Background: an optimization exercise with open tools, aiming at small area and a short achievable clock period. Do not read the settings as production practice. At most, simulation tests tie the RTL to the original design; equivalence was not proved. Power is estimated from default activity; no workload was simulated.

Setup of run A:
==> flow/design.v (excerpt) <==
module FloatingPoint_Multiplier_Complete (
    input wire         clk,
    input wire         rst,
    input  wire [15:0] a,
    input  wire [15:0] b,
    output reg  [15:0] result,
    output reg         overflow,
    output reg         underflow
);
For scale: roughly 84 flip-flops, roughly 52 I/O pins.
==> flow/config.mk <==
export PLATFORM = sky130hd
export DESIGN_NAME = FloatingPoint_Multiplier_Complete
export DESIGN_NICKNAME = FloatingPoint_Multiplier_Complete
export VERILOG_FILES = /design/flow/design.v
export SDC_FILE = /design/flow/constraint.sdc
export NUM_CORES = 4
export LEC_CHECK = 0
export ABC_CLOCK_PERIOD_IN_PS = 2500
export CAP_MARGIN = 20
export CORE_MARGIN = 2
export CORE_UTILIZATION = 40
export SETUP_SLACK_MARGIN = 3.5
export SLEW_MARGIN = 20
==> flow/constraint.sdc <==
create_clock -name core_clock -period 7.5 [get_ports {clk}]
set_input_delay 1.5000 -clock core_clock [delete_from_list [all_inputs] [get_ports {clk}]]
set_output_delay 1.5000 -clock core_clock [all_outputs]
set_load 0.01 [all_outputs]
standard.sh (not shown) runs the stock make flow with config.mk's settings and CLKGATE_MAP_FILE= SYNTH_SCRIPT=/design/flow/synth_recipe.tcl, a recipe that flattens the netlist after the stock synthesis.
==> flow/flow/run.sh <==
#!/bin/bash
# Own layout flow: the standard flow (standard.sh) with two changes:
#  - synthesis runs Yosys's synth without its generic "abc -fast" pass
#    (-noabc), so the full adders written in the RTL reach extract_fa as
#    written instead of being remapped first; everything else in
#    synth_recipe.tcl (flatten, renames, registers) is unchanged;
#  - port buffers use the buffer cell named in flow/ports.txt.
# Each tool's output is in the ORFS logs under orfs/logs; make's own output
# goes to flow.log here.
set -euo pipefail
here=$(pwd)
first=$(head -n 1 synth_recipe.tcl)
if [[ "$first" != 'proc synth {args} { yosys synth -nofsm -noshare {*}$args }' ]]; then
  echo "unexpected first line of synth_recipe.tcl: $first" >&2
  exit 1
fi
{ echo 'proc synth {args} { yosys synth -nofsm -noshare -noabc {*}$args }'; tail -n +2 synth_recipe.tcl; } > own_synth.tcl
buf=$(tr -d ' \n' < flow/ports.txt)
sed -e "s#SYNTH_SCRIPT=[^ ]*#SYNTH_SCRIPT=$here/own_synth.tcl 'BUFFER_PORTS_ARGS=-buffer_cell $buf'#" standard.sh > own_standard.sh
grep -q own_synth.tcl own_standard.sh
bash own_standard.sh > flow.log 2>&1
==> flow/flow/ports.txt <==
sky130_fd_sc_hd__buf_1
The following lists how run B was set up differently from run A:
- changing SETUP_SLACK_MARGIN from 3.5 to 4.0
Results
Fraction of area in registers of run B is on par with run A. Summary — routed length on met3, run B relative to run A: lower, by 9.2%. Run B vs run A — detailed-route wire length on metal 1 climbed by a few percent. Re instance count on the critical path: run B is 1 down on run A. The clock skew after layout was comparable across run B and run A. Of the two values seen for cell with the largest stage delay on the worst path, fa_1 was produced by run A and dfxtp_1 by run B. From run A to run B the numbers moved as follows: number of buffer and inverter instances along the worst setup path flat; power share of the combinational group grew by 0.2 points; mean routed wirelength per cell comparable; routed wire length shows an increase of 0.33%.
Here is what was changed in the inputs of run C compared with run B.
- SETUP_SLACK_MARGIN changed from 4.0 to 5.0
### Flow results
Status: required time at the endpoint of the critical path parity (run C, run B). Run C completed; timing, DRC and antenna clean. Compared with run B, run C shows a power density over the cells that is 8.4% higher. The estimated power of run C ends up higher than the estimate for run B. Power share of the clock group in run C vs run B: down 3.6 points. Run C vs run B: number of nets in the layout up. In run C, the via count came out 380 above the value in run B. Taking run B as the reference point, the worst setup slack for register-to-register paths of run C rises by 0.21 ns. Per the comparison of run C with run B, routed wire length saw an increase, share of synthesized cell area in full adder, half adder and majority cells saw little to no change, minimum clock period after layout saw a decrease, routed via count divided by cell count saw an increase.

========
exp/maple:
FloatingPoint_Multiplier_Complete, a different RTL version from the one above (not shown whole).
Size in the first run: about 840 cells after synthesis, ~94 flip-flops, ~52 I/O pins.
==> flow/config.mk <==
export PLATFORM = sky130hd
export DESIGN_NAME = FloatingPoint_Multiplier_Complete
export DESIGN_NICKNAME = FloatingPoint_Multiplier_Complete
export VERILOG_FILES = /design/flow/design.v
export SDC_FILE = /design/flow/constraint.sdc
export NUM_CORES = 4
export LEC_CHECK = 0
export ABC_AREA = 1
export CAP_MARGIN = 20
export CORE_MARGIN = 2
export CORE_UTILIZATION = 55
export CTS_BUF_LIST = sky130_fd_sc_hd__clkbuf_8
export SETUP_SLACK_MARGIN = 4.5
export SLEW_MARGIN = 20
==> flow/constraint.sdc <==
create_clock -name core_clock -period 7.5 [get_ports {clk}]
set_input_delay 1.5000 -clock core_clock [delete_from_list [all_inputs] [get_ports {clk}]]
set_output_delay 1.5000 -clock core_clock [all_outputs]
set_load 0.01 [all_outputs]
Scripts as last shown in full above: flow/flow/run.sh, flow/flow/ports.txt
exp/maple: full flow OK, the timing, DRC and antenna checks passed
Input changes introduced in exp/fjord (baseline for comparison: exp/maple):
Settings: changing CORE_UTILIZATION from 55 to 40; removing CTS_BUF_LIST (formerly sky130_fd_sc_hd__clkbuf_8); changing SETUP_SLACK_MARGIN from 4.5 to 4.0; setting ABC_CLOCK_PERIOD_IN_PS to 2500 for the first time; removing ABC_AREA (formerly 1).
## What came out
exp/maple ended up with fa_1 as its cell with the largest stage delay on the worst path; exp/fjord ended up with nor2_2. exp/fjord gives less instance count on the critical path than exp/maple did. Across both runs, non-clock buffer instance count of the final layout was lower for exp/fjord than for exp/maple. In exp/fjord relative to exp/maple, count of mapped cells out of synthesis had gone down by more than 10%.
#### Input delta (exp/quartz over exp/fjord)
Settings: putting CTS_BUF_LIST at sky130_fd_sc_hd__clkbuf_8 where nothing was set; swapping 40 for 70 in CORE_UTILIZATION.
Results
Relative to exp/fjord, area added between synthesis and finish has gone down in exp/quartz. Final design area excluding fillers in exp/quartz is about 2.7% lower than in exp/fjord. Comparing initial core utilization for exp/quartz and exp/fjord, the bigger number came from exp/quartz. Wire length the detailed router placed on met1, exp/quartz and exp/fjord, lower one = exp/quartz. Side by side, overall die area turned out lower in exp/quartz than in exp/fjord. On wire length on met2: between exp/quartz and exp/fjord, it ends up lower for exp/quartz. Going from exp/fjord to exp/quartz, routed wire length went down, number of instances in the placed design lost 10%. exp/quartz: via count is 31 higher than what exp/fjord reported. Compared with exp/fjord, exp/quartz shows a lower cell count. | via count of the first global-routing pass | exp/fjord vs exp/quartz | ≈ equal |.
The following lists how exp/onyx was set up differently from exp/quartz:
Settings: CORE_UTILIZATION: 70 -> 55; SETUP_SLACK_MARGIN: 4.0 -> 5.0.
--- outcome ---
Sort exp/quartz and exp/onyx by synthesis-to-finish area growth asc -> top: exp/quartz
Delta (exp/onyx minus exp/quartz): per-cell routed wire length up 7.2%, overall power consumption went up by 0.0012 W.
Diff exp/quartz and exp/onyx: area of the die higher in exp/onyx
The run with more setup slack is exp/onyx; exp/quartz has less.
The standard cells in exp/onyx occupy more silicon area than those in exp/quartz do.
| effective utilization at floorplan | exp/onyx vs exp/quartz | 16 points lower |
Cmp exp/quartz and exp/onyx / pre-CTS setup slack / higher: exp/onyx
Relative to exp/quartz, exp/onyx degrades detailed-route wire length.
The flow did not stop early for exp/onyx: all stages ran, and the layout cleared the timing, DRC and antenna checks.
Comparing exp/quartz with exp/onyx, the count of multi-input combinational gates came out essentially unchanged.
### exp/onyx -> exp/lagoon
Settings: a change of SETUP_SLACK_MARGIN from 5.0 to 3.5.
[summary]
Against exp/onyx, exp/lagoon reports a wire length of the first global-routing pass that is lower. Changes observed in exp/lagoon relative to exp/onyx: areal power density over the cells went down; global-route usage decreased by 2.4 points relative to the old numbers; switching part of the total power climbed 2.0 points; clock network power share now larger; tightest slew margin relative to the limit now smaller. Re routed metal-1 wire length: exp/lagoon is 730 µm down on exp/onyx. The final reports for exp/lagoon and exp/onyx show routed wire length lower in the former. The clock skew of exp/lagoon was superior to that of exp/onyx. On total leakage power: exp/lagoon sits below exp/onyx.
diff inputs: exp/lagoon => exp/delta
Settings: SETUP_SLACK_MARGIN changed from 3.5 to 4.5.
### Flow results
exp/delta packs its core more tightly than exp/lagoon. exp/delta reports its launch point of the critical path as r2_a[10] while exp/lagoon reports r2_a[9]. Having completed the whole flow, exp/delta delivered a layout that passed the timing, DRC and antenna checks. When the final numbers for exp/delta and exp/lagoon were put side by side, the register-to-register path setup slack turned out to be smaller in exp/lagoon. Higher total number of nets in the final design was reported by exp/delta, not exp/lagoon. Area of all placed cells without fillers in exp/delta vs exp/lagoon: up about 1.8%. Diff exp/delta..exp/lagoon | number of endpoints with negative hold slack in the final report | unchanged.

========
## north
Another version of the RTL of FloatingPoint_Multiplier_Complete (not shown whole).
For scale: about 630 cells after synthesis, about 95 flip-flops, roughly 6300 sq um of cells after synthesis.
==> flow/config.mk <==
export PLATFORM = sky130hd
export DESIGN_NAME = FloatingPoint_Multiplier_Complete
export DESIGN_NICKNAME = FloatingPoint_Multiplier_Complete
export VERILOG_FILES = /design/flow/design.v
export SDC_FILE = /design/flow/constraint.sdc
export NUM_CORES = 4
export LEC_CHECK = 0
export ABC_CLOCK_PERIOD_IN_PS = 2500
export CAP_MARGIN = 20
export CORE_MARGIN = 2
export CORE_UTILIZATION = 55
export CTS_BUF_LIST = sky130_fd_sc_hd__clkbuf_8
export SETUP_SLACK_MARGIN = 4.8
export SLEW_MARGIN = 20
==> flow/constraint.sdc <==
create_clock -name core_clock -period 7.5 [get_ports {clk}]
set_input_delay 1.5000 -clock core_clock [delete_from_list [all_inputs] [get_ports {clk}]]
set_output_delay 1.5000 -clock core_clock [all_outputs]
set_load 0.01 [all_outputs]
Scripts as last shown in full above: flow/flow/run.sh, flow/flow/ports.txt
#### Input delta (south over north)
- SETUP_SLACK_MARGIN changed from 4.8 to 4.7
Findings:
- south reached the final stage; the timing, DRC and antenna checks on its layout passed.
- Re worst-case headroom to the max-slew limit: south and north aren't equal, and the lower value belongs to south.
- Wire length of the first global-routing pass grows slightly when moving from north to south.
- Summary of south over north: non-clock buffer total of the final layout moved down, sequential cell area moved down.
- [compare] base=north new=south: via count did not really move, sequential cell area share climbed 0.35 points.
- Capturing element of the worst setup path: r3_val[9] -> south, result[7] -> north
- Max post-route non-filler standard cell count across south and north: north
No functional check of the RTL was part of any run of this note.

========
## build 97
FloatingPoint_Multiplier_Complete, a different RTL version from the one above (not shown whole).
For scale: roughly 94 flip-flops, roughly 6300 sq um of cells after synthesis.
==> flow/config.mk <==
export PLATFORM = sky130hd
export DESIGN_NAME = FloatingPoint_Multiplier_Complete
export DESIGN_NICKNAME = FloatingPoint_Multiplier_Complete
export VERILOG_FILES = /design/flow/design.v
export SDC_FILE = /design/flow/constraint.sdc
export NUM_CORES = 4
export LEC_CHECK = 0
export ABC_CLOCK_PERIOD_IN_PS = 2500
export CAP_MARGIN = 20
export CORE_MARGIN = 2
export CORE_UTILIZATION = 55
export CTS_BUF_LIST = sky130_fd_sc_hd__clkbuf_8
export SETUP_SLACK_MARGIN = 4.9
export SLEW_MARGIN = 20
==> flow/constraint.sdc <==
create_clock -name core_clock -period 7.5 [get_ports {clk}]
set_input_delay 1.5000 -clock core_clock [delete_from_list [all_inputs] [get_ports {clk}]]
set_output_delay 1.5000 -clock core_clock [all_outputs]
set_load 0.01 [all_outputs]
Scripts as last shown in full above: flow/flow/run.sh, flow/flow/ports.txt
Every stage of the flow completed for build 97, and the final layout passed the timing, DRC and antenna checks.
diff inputs: build 97 => build 25
# build 97
export LEC_CHECK = 0
export ABC_CLOCK_PERIOD_IN_PS = 2500
export CAP_MARGIN = 20
export CORE_MARGIN = 2
export CORE_UTILIZATION = 55
export CTS_BUF_LIST = sky130_fd_sc_hd__clkbuf_8
export SETUP_SLACK_MARGIN = 4.9
export SLEW_MARGIN = 20
create_clock -name core_clock -period 7.5 [get_ports {clk}]
# build 25
export LEC_CHECK = 0
export ABC_CLOCK_PERIOD_IN_PS = 2500
export CAP_MARGIN = 20
export CORE_MARGIN = 2
export CORE_UTILIZATION = 55
export CTS_BUF_LIST = sky130_fd_sc_hd__clkbuf_8
export SETUP_SLACK_MARGIN = 4.5
export SLEW_MARGIN = 20
create_clock -name core_clock -period 7.5 [get_ports {clk}]
==> comparison <==
- Number of nets in the layout ended up 4.6% lower on build 25 than on build 97.
- Comparing build 97 against build 25, there is no change at all in reported max-cap violation count.
- Diff build 97 -> build 25: net switching power went down by about 12%, layout filler cell count rose by 63, met3 wirelength from detailed routing now sits lower, total power went down, upper clock frequency limit down about 5%.
### build 25 -> build 35
# build 25
export LEC_CHECK = 0
export ABC_CLOCK_PERIOD_IN_PS = 2500
export CAP_MARGIN = 20
export CORE_MARGIN = 2
export CORE_UTILIZATION = 55
export CTS_BUF_LIST = sky130_fd_sc_hd__clkbuf_8
export SETUP_SLACK_MARGIN = 4.5
export SLEW_MARGIN = 20
create_clock -name core_clock -period 7.5 [get_ports {clk}]
# build 35
export LEC_CHECK = 0
export ABC_CLOCK_PERIOD_IN_PS = 2500
export CAP_MARGIN = 20
export CORE_MARGIN = 2
export CORE_UTILIZATION = 55
export CTS_BUF_LIST = sky130_fd_sc_hd__clkbuf_8
export SETUP_SLACK_MARGIN = 4.7
export SLEW_MARGIN = 20
create_clock -name core_clock -period 7.5 [get_ports {clk}]
Results
Standard cell with the maximum stage delay on the critical path = sky130_fd_sc_hd__dfrtp_2: build 35; standard cell with the maximum stage delay on the critical path = sky130_fd_sc_hd__nor2_2: build 25. Relative contribution of sequential cells to total power in build 35 is 0.5 points lower than in build 25. | highest fanout seen on the critical path | higher: build 35 |. Between build 25 and build 35, the detailed-route wire length does not differ in any meaningful way.

========
Another version of the RTL of FloatingPoint_Multiplier_Complete (not shown whole).
==> flow/config.mk <==
export PLATFORM = sky130hd
export DESIGN_NAME = FloatingPoint_Multiplier_Complete
export DESIGN_NICKNAME = FloatingPoint_Multiplier_Complete
export VERILOG_FILES = /design/flow/design.v
export SDC_FILE = /design/flow/constraint.sdc
export NUM_CORES = 4
export LEC_CHECK = 0
export ABC_CLOCK_PERIOD_IN_PS = 2500
export CAP_MARGIN = 20
export CORE_MARGIN = 2
export CORE_UTILIZATION = 55
export CTS_BUF_LIST = sky130_fd_sc_hd__clkbuf_8
export SETUP_SLACK_MARGIN = 4.5
export SLEW_MARGIN = 20
==> flow/constraint.sdc <==
create_clock -name core_clock -period 7.5 [get_ports {clk}]
set_input_delay 1.5000 -clock core_clock [delete_from_list [all_inputs] [get_ports {clk}]]
set_output_delay 1.5000 -clock core_clock [all_outputs]
set_load 0.01 [all_outputs]
Scripts as last shown in full above: flow/flow/run.sh, flow/flow/ports.txt
Next try:
--- a/flow/config.mk
+++ b/flow/config.mk
@@ -11 +11 @@
-export CORE_UTILIZATION = 55
+export CORE_UTILIZATION = 70
@@ -13 +13 @@
-export SETUP_SLACK_MARGIN = 4.5
+export SETUP_SLACK_MARGIN = 4.0
After rerunning: Routed wire length came out lower by 1.6%; global-route usage is higher by 5.8 points; critical path depth is unchanged; final area shrinks by about 5%; core utilization grows by 12 points; die area shrinks by 21%; worst hold slack improved by 4.1 ps; register-to-register slack degrades by 300 ps; first-iteration DRC count decreases by about 11%.
No functional check of the RTL was part of any run of this note.

========
## job 101
FloatingPoint_Multiplier_Complete, a different RTL version from the one above (not shown whole).
Size: roughly 650 cells after synthesis, ~94 flip-flops.
Settings: LEC_CHECK=0, ABC_CLOCK_PERIOD_IN_PS=2500, CAP_MARGIN=20, CORE_MARGIN=2, CORE_UTILIZATION=65, CTS_BUF_LIST=sky130_fd_sc_hd__clkbuf_8, SETUP_SLACK_MARGIN=4.7, SLEW_MARGIN=20; clock period 7.5 ns.
Scripts as last shown in full above: flow/flow/run.sh, flow/flow/ports.txt
diff inputs: job 101 => job 102
-- flow/config.mk --
<<< job 101, line 10
export CORE_MARGIN = 2
export CORE_UTILIZATION = 65
export CTS_BUF_LIST = sky130_fd_sc_hd__clkbuf_8
export SETUP_SLACK_MARGIN = 4.7
>>> job 102, line 10
export CORE_MARGIN = 2
export CORE_UTILIZATION = 55
export CTS_BUF_LIST = sky130_fd_sc_hd__clkbuf_8
export PLACE_DENSITY_LB_ADDON = 0.2
export SETUP_SLACK_MARGIN = 4.7
==> notes.md <==
On post-route worst hold slack, job 102 tracks job 101 almost exactly.
Job 102 has met3 wire length below what job 101 had.
From job 101 to job 102 the numbers moved as follows: number of buffers added on ports held steady; final design area excluding fillers -0.71%.
## Diff of input files: job 103 against job 102
-- flow/config.mk --
<<< job 102, line 10
export CORE_MARGIN = 2
export CORE_UTILIZATION = 55
export CTS_BUF_LIST = sky130_fd_sc_hd__clkbuf_8
export PLACE_DENSITY_LB_ADDON = 0.2
export SETUP_SLACK_MARGIN = 4.7
export SLEW_MARGIN = 20
>>> job 103, line 10
export CORE_MARGIN = 2
export CORE_UTILIZATION = 65
export CTS_BUF_LIST = sky130_fd_sc_hd__clkbuf_8
export SETUP_SLACK_MARGIN = 4.5
export SLEW_MARGIN = 20
Job 103 against job 102: number of top-level design ports barely changed, iteration count of the initial detailed-routing pass went down by 10, sequential power went up. Final worst-path setup slack (lower): job 103. Final weighted congestion in routability-driven placement went down by a few percent going from job 102 to job 103. Measured against each other, job 102 and job 103 differ in die extent in x, the higher figure coming from job 102.
> inputs changed (job 103 -> job 104)
-- flow/config.mk --
<<< job 103, line 10
export CORE_MARGIN = 2
export CORE_UTILIZATION = 65
export CTS_BUF_LIST = sky130_fd_sc_hd__clkbuf_8
export SETUP_SLACK_MARGIN = 4.5
export SLEW_MARGIN = 20
>>> job 104, line 10
export CORE_MARGIN = 2
export CORE_UTILIZATION = 55
export CTS_BUF_LIST = sky130_fd_sc_hd__clkbuf_8
export SETUP_SLACK_MARGIN = 4.7
export SLEW_MARGIN = 20
Results
Relative to job 103, the peak fanout along the critical path of job 104 is lower by 9.
Job 104 ends up with a via count that is 46 higher than in job 103.
Job 104 vs job 103 — setup slack of the critical path after layout rose 0.17 ns.
Job 104 — synthesis-to-finish area growth 3.3 points higher, job 103 as reference
Job 104: fraction of area in multi-input gates 0.43 points below job 103
Compared to job 103, the routing of job 104 uses more wire.
Job 104 vs job 103, instance count: job 104 higher
Layout buffering overhead excluding clock cells delta for job 104 relative to job 103: 0.50 points higher
Note that the weighted congestion reported at the end of routability-driven placement recorded for job 103 amounts to 1.06 times the value seen in job 104.
Area enclosed by the die boundary: job 103 and job 104 compared, higher one is job 104
The minimum period implied by the final worst setup slack of job 104 was superior to that of job 103.
[inputs] job 105 vs job 104
-- flow/config.mk --
<<< job 104, line 10
export CORE_MARGIN = 2
export CORE_UTILIZATION = 55
export CTS_BUF_LIST = sky130_fd_sc_hd__clkbuf_8
export SETUP_SLACK_MARGIN = 4.7
>>> job 105, line 10
export CORE_MARGIN = 2
export CORE_UTILIZATION = 65
export CTS_BUF_LIST = sky130_fd_sc_hd__clkbuf_8
export CTS_CLUSTER_DIAMETER = 100
export CTS_CLUSTER_SIZE = 25
export SETUP_SLACK_MARGIN = 4.7
==> notes.md <==
[job 105 vs job 104] highest fanout seen on the critical path: lower in job 105. When job 105 is measured against job 104, its area growth from synthesis to layout turns out 1.2 points higher. Diff job 104 -> job 105: register-to-register slack lower, die area lower, portion of total power attributed to combinational logic higher, clock latency on the worst-skew pair roughly the same, utilization higher. Lower relative contribution of the clock network to total power among job 105 and job 104: job 104.

static timing again, ports no longer ideal:
In the flow no input, the clock included, has a driving cell. The finished layouts below were timed again as built, in two steps.
Step 1 (the two cells are an assumption about what drives the block):
set clk [get_ports {clk}]
set_driving_cell -lib_cell sky130_fd_sc_hd__clkbuf_16 $clk
set_driving_cell -lib_cell sky130_fd_sc_hd__buf_2 [delete_from_list [all_inputs] $clk]
Step 2 adds t to the input delays and takes it off the output delays; t is the mean of the earliest and latest rising clock arrival at the registers after step 1. Input paths then give back, and output paths get back, about the clock's delay inside the block.
a / b / c = no drivers / after step 1 / after step 2; a / b = the first two.
| run | t (ns) | setup WS [ns] | worst hold slack (ns) |
|---|---|---|---|
| run A | 0.381 | 4.024 / 4.024 / 4.024 | 0.326 / 0.326 / 0.326 |
| run B | 0.383 | 4.132 / 4.132 / 4.132 | 0.326 / 0.326 / 0.326 |
| run C | 0.389 | 4.344 / 4.344 / 4.344 | 0.327 / 0.327 / 0.327 |
| exp/maple | 0.409 | 4.587 / 4.587 / 4.587 | 0.331 / 0.331 / 0.331 |
| exp/fjord | 0.382 | 4.328 / 4.328 / 4.328 | 0.326 / 0.326 / 0.326 |
| exp/quartz | 0.385 | 4.402 / 4.402 / 4.402 | 0.337 / 0.337 / 0.337 |
| exp/onyx | 0.411 | 4.735 / 4.730 / 4.694 | 0.336 / 0.336 / 0.336 |
| exp/lagoon | 0.408 | 4.064 / 4.064 / 4.064 | 0.332 / 0.332 / 0.332 |
| exp/delta | 0.407 | 4.635 / 4.635 / 4.588 | 0.333 / 0.333 / 0.333 |
| north | 0.407 | 4.706 / 4.673 / 4.616 | 0.327 / 0.327 / 0.327 |
| south | 0.408 | 4.681 / 4.657 / 4.590 | 0.332 / 0.332 / 0.332 |
| build 97 | 0.403 | 4.786 / 4.752 / 4.701 | 0.332 / 0.332 / 0.332 |
| build 25 | 0.403 | 4.645 / 4.645 / 4.578 | 0.331 / 0.331 / 0.331 |
| build 35 | 0.405 | 4.781 / 4.748 / 4.615 | 0.328 / 0.328 / 0.328 |
| the first run of note 5 | 0.414 | 4.478 / 4.478 / 4.478 | 0.331 / 0.331 / 0.331 |
| the second run of note 5 | 0.402 | 4.180 / 4.180 / 4.180 | 0.336 / 0.336 / 0.336 |
| job 101 | 0.404 | 4.763 / 4.746 / 4.573 | 0.334 / 0.334 / 0.334 |
| job 102 | 0.392 | 4.777 / 4.745 / 4.551 | 0.335 / 0.335 / 0.335 |
| job 103 | 0.396 | 4.610 / 4.576 / 4.583 | 0.334 / 0.334 / 0.334 |
| job 104 | 0.410 | 4.783 / 4.761 / 4.557 | 0.333 / 0.333 / 0.333 |
| job 105 | 0.404 | 4.763 / 4.746 / 4.573 | 0.334 / 0.334 / 0.334 |
After both steps every run listed still meets setup and hold.
